This is an optimization exercise on Yosys and OpenROAD, whose aim is small area, a short achievable clock period and few clock cycles, not a production implementation.
Only simulation tests tie the RTL to the original design; equivalence was not proved.
Power and IR drop assume default switching activity.

Design mgm, start of the top module:
module mgm(clk, rst, len_A, len_M, cmd, done, key, A, M, C, T, nonce);
    input clk;
    input rst;
    input [32-1:0] len_A;
    input [32-1:0] len_M;
    input [5:0] cmd;
    output reg done;
    input [256-1:0] key;
    input [64-1:0] A;
    input [64-1:0] M;
    output [64-1:0] C;
    output [64-1:0] T;
    input [64-2:0] nonce;
localparam S_IDLE = 3'd0, S_INIT = 3'd1, S_INIT2 = 3'd2, S_INIT3 = 3'd3,
           S_RUN = 3'd4, S_FINW = 3'd5, S_FINS = 3'd6;
reg [2:0]  st;
reg [2:0]  pc;           
reg        hp;           
reg [63:0] Z, Y, S, x, y;
reg [31:0] LA, LM;
reg        mbusy;
reg [31:0] lenAq, lenMq;
reg c_done, c_clr_pc, c_ld_zy, c_ld_h0, c_ld_h1, c_ld_g0, c_ld_g1, c_tk_h, c_tk_g,
    c_ld_a, c_ld_c, c_ld_l, c_clr_acc, c_h0_s, c_h0_n, c_g0_n, c_zinc, c_yinc;
wire k0run, k1run, k0fin, k1fin, k0fin_n, k1fin_n;
wire [31:0] k0reg, k1reg;
reg [2:0] c_st;          
wire [63:0] h0q, h1q, g0q, g1q;
wire h0r, h1r, g0r, g1r;
wire h0r_n, h1r_n, g0r_n, g1r_n;
wire [63:0] hq = hp ? h1q : h0q;
wire [63:0] gq = hp ? g1q : g0q;
wire       c_ld_x = c_ld_a | c_ld_c | c_ld_l;
wire [2:0] st_n = rst ? S_IDLE : c_st;
wire [2:0] pc_n = rst ? 3'd0 : (cmd != 6'd0) ? cmd[2:0] : c_clr_pc ? 3'd0 : pc;
wire       hp_n = c_clr_acc ? 1'b0 : c_tk_h ? !hp : hp;
wire       mbusy_n = rst ? 1'b0 : c_ld_x ? 1'b1 : (mbusy && y[63:4] == 60'd0) ? 1'b0 : mbusy;
wire       hr_n = hp_n ? h1r_n : h0r_n;
wire       gr_n = hp_n ? g1r_n : g0r_n;
reg d_done, d_clr_pc, d_ld_zy, d_ld_h0, d_ld_h1, d_ld_g0, d_ld_g1, d_tk_h, d_tk_g,
    d_ld_a, d_ld_c, d_ld_l, d_clr_acc, d_h0_s, d_h0_n, d_g0_n, d_yinc;
reg [2:0] d_st;
always @(*) begin
    d_st = st_n; d_clr_pc = 0; d_done = 0; d_ld_zy = 0;
    d_ld_h0 = 0; d_ld_h1 = 0; d_ld_g0 = 0; d_ld_g1 = 0; d_tk_h = 0; d_tk_g = 0;
  ...
Size in the first run: roughly 6900 cells after synthesis, ~830 flip-flops, about 650 I/O pins, roughly 0.060 mm² of cells after synthesis.
clock: 7.5 ns
lec_check: 0
cap_margin: 20
core_margin: 2
core_utilization: 58
setup_slack_margin: 4
slew_margin: 20
standard.sh (not shown) runs the stock make flow with config.mk's settings and CLKGATE_MAP_FILE= SYNTH_SCRIPT=/design/flow/synth_recipe.tcl, a recipe that flattens the netlist after the stock synthesis.
==> flow/flow/run.sh <==
#!/bin/bash
# The standard layout (the standard.sh: ORFS synthesis, floorplan,
# placement, CTS and routing, unchanged), except that the port buffers that
# global placement puts on every input and output are the smallest buffer
# cell, sky130_fd_sc_hd__buf_1, instead of the slow 10 um2 delay buffer that
# buffer_ports picks by default. Timing repair still resizes them where a
# path needs it.
set -euo pipefail
export BUFFER_PORTS_ARGS="-buffer_cell sky130_fd_sc_hd__buf_1"
bash standard.sh > standard_flow.log 2>&1
The starting point ran to the end with no violations.
Testbench counts at the start, summed over its fixed seeds: cycles 7,364.
Rerun with:
- CORE_UTILIZATION: 58 -> 50
=> Count of clock-buffer cells in the layout increases by 9; worst hold slack is worse by 6.4 ps; power increases by 2.8%; die area increases by 16%; sequential share of layout area decreases by 0.29 points; wire length increases by 8.8%; cell area increases by 1.0%; core utilization decreases by 8.4 points.

========
== run 1 ==
Another version of the RTL of mgm (not shown whole).
==> flow/design.v (excerpt) <==
module mgm(clk, rst, len_A, len_M, cmd, done, key, A, M, C, T, nonce);
Settings: LEC_CHECK=0, CAP_MARGIN=20, CORE_MARGIN=2, CORE_UTILIZATION=42, SETUP_SLACK_MARGIN=4, SLEW_MARGIN=20; clock period 7.5 ns.
Scripts as last shown in full above: flow/flow/run.sh
Testbench counts of run 1, summed over its fixed seeds: cycles 7,364.
For run 2, these inputs were changed with respect to run 1:
--- a/flow/config.mk
+++ b/flow/config.mk
@@ -8,5 +8,5 @@
 export CAP_MARGIN = 20
 export CORE_MARGIN = 2
-export CORE_UTILIZATION = 42
+export CORE_UTILIZATION = 50
 export SETUP_SLACK_MARGIN = 4
 export SLEW_MARGIN = 20
Run 2 ended up with a lower DRC violation total after the first TritonRoute iteration than run 1 did.
Against run 1, run 2 comes in 4.8 points higher on global-route usage.
Relative to run 1, later-pin clock latency in the skew report has decreased by 0.05 ns in run 2.
Between run 2 and run 1, it is run 2 whose setup slack is higher, by 0.082 ns.
Going from run 1 to run 2, total detailed-routing wirelength shrank by a few percent.
Run 2 against run 1: number of well taps lower, worst hold slack after final layout up 0.0096 ns, total net switching power grew by about 1%.
Going from run 1 to run 2, power in combinational cells moved up; total area of multi-input combinational cells did not really move.
Number of cells on the worst hold path: run 1 vs run 2 identical
Input-level comparison between run 3 and run 2:
--- a/flow/config.mk
+++ b/flow/config.mk
@@ -9,4 +9,6 @@
 export CORE_MARGIN = 2
 export CORE_UTILIZATION = 50
+export CTS_CLUSTER_DIAMETER = 100
+export CTS_CLUSTER_SIZE = 20
 export SETUP_SLACK_MARGIN = 4
 export SLEW_MARGIN = 20
Results
Run 3 completed end to end with timing, DRC and antenna clean.
Min minimum period implied by the final worst setup slack across run 3 and run 2: run 2
A worst setup path startpoint of ku0.kreg[14] is what run 3 shows, while ku1.kreg[12] belongs to run 2.
Comparing run 3 with run 2, the die span in x came out essentially unchanged.
Summary: fmax, run 3 worse than run 2
Worst vdd rail ir drop in run 3 is about 0.8% lower than in run 2
Sort run 3 and run 2 by number of levels in the clock H-tree asc -> top: run 3
Per the comparison of run 3 with run 2, count of clock-buffer cells in the layout has decreased, number of nets in the final layout went down, non-clock buffer count about even, power fell by 4.7%, worst hold slack now sits higher.
Run 3 ended up with a lower share of total power in the clock network than run 2 did.
Run 2 ended up with sky130_fd_sc_hd__fa_2 as its cell with the largest stage delay on the worst path; run 3 ended up with sky130_fd_sc_hd__dfxtp_1.

==> what the ideal ports hide <==
The flow's constraints put no driver on any port. The routed layouts listed below were extracted and timed again, unchanged, in two steps. Step 1 (the two cells are an assumption about what drives the block):
set clk [get_ports {clk}]
set_driving_cell -lib_cell sky130_fd_sc_hd__clkbuf_16 $clk
set_driving_cell -lib_cell sky130_fd_sc_hd__buf_2 [delete_from_list [all_inputs] $clk]
Step 2 adds t to the input delays and takes it off the output delays; t is the mean of the earliest and latest rising clock arrival at the registers after step 1. Input paths then give back, and output paths get back, about the clock's delay inside the block. Slacks: no drivers / after step 1 / after step 2; pairs: no drivers / after step 1.
| run | shift t [ns] | setup WS [ns] | latest minus earliest clock arrival (ns) | worst data-port slew with drivers (ns) |
|---|---|---|---|---|
| the first run of note 1 | 0.778 | 4.035 / 3.956 / 4.035 | 0.051 / 0.051 | 0.14 |
| the second run of note 1 | 0.780 | 4.036 / 3.998 / 3.830 | 0.043 / 0.043 | 0.20 |
| run 1 | 0.806 | 3.950 / 3.950 / 3.358 | 0.046 / 0.046 | 0.26 |
| run 2 | 0.772 | 4.033 / 3.977 / 3.352 | 0.023 / 0.023 | 0.19 |
| run 3 | 0.764 | 3.979 / 3.979 / 3.349 | 0.052 / 0.052 | 0.19 |
After both steps every run listed still meets setup and hold. For run 2, which loses most, drivers alone change the setup slack by -0.056 ns; drivers and shift together by -0.681 ns.
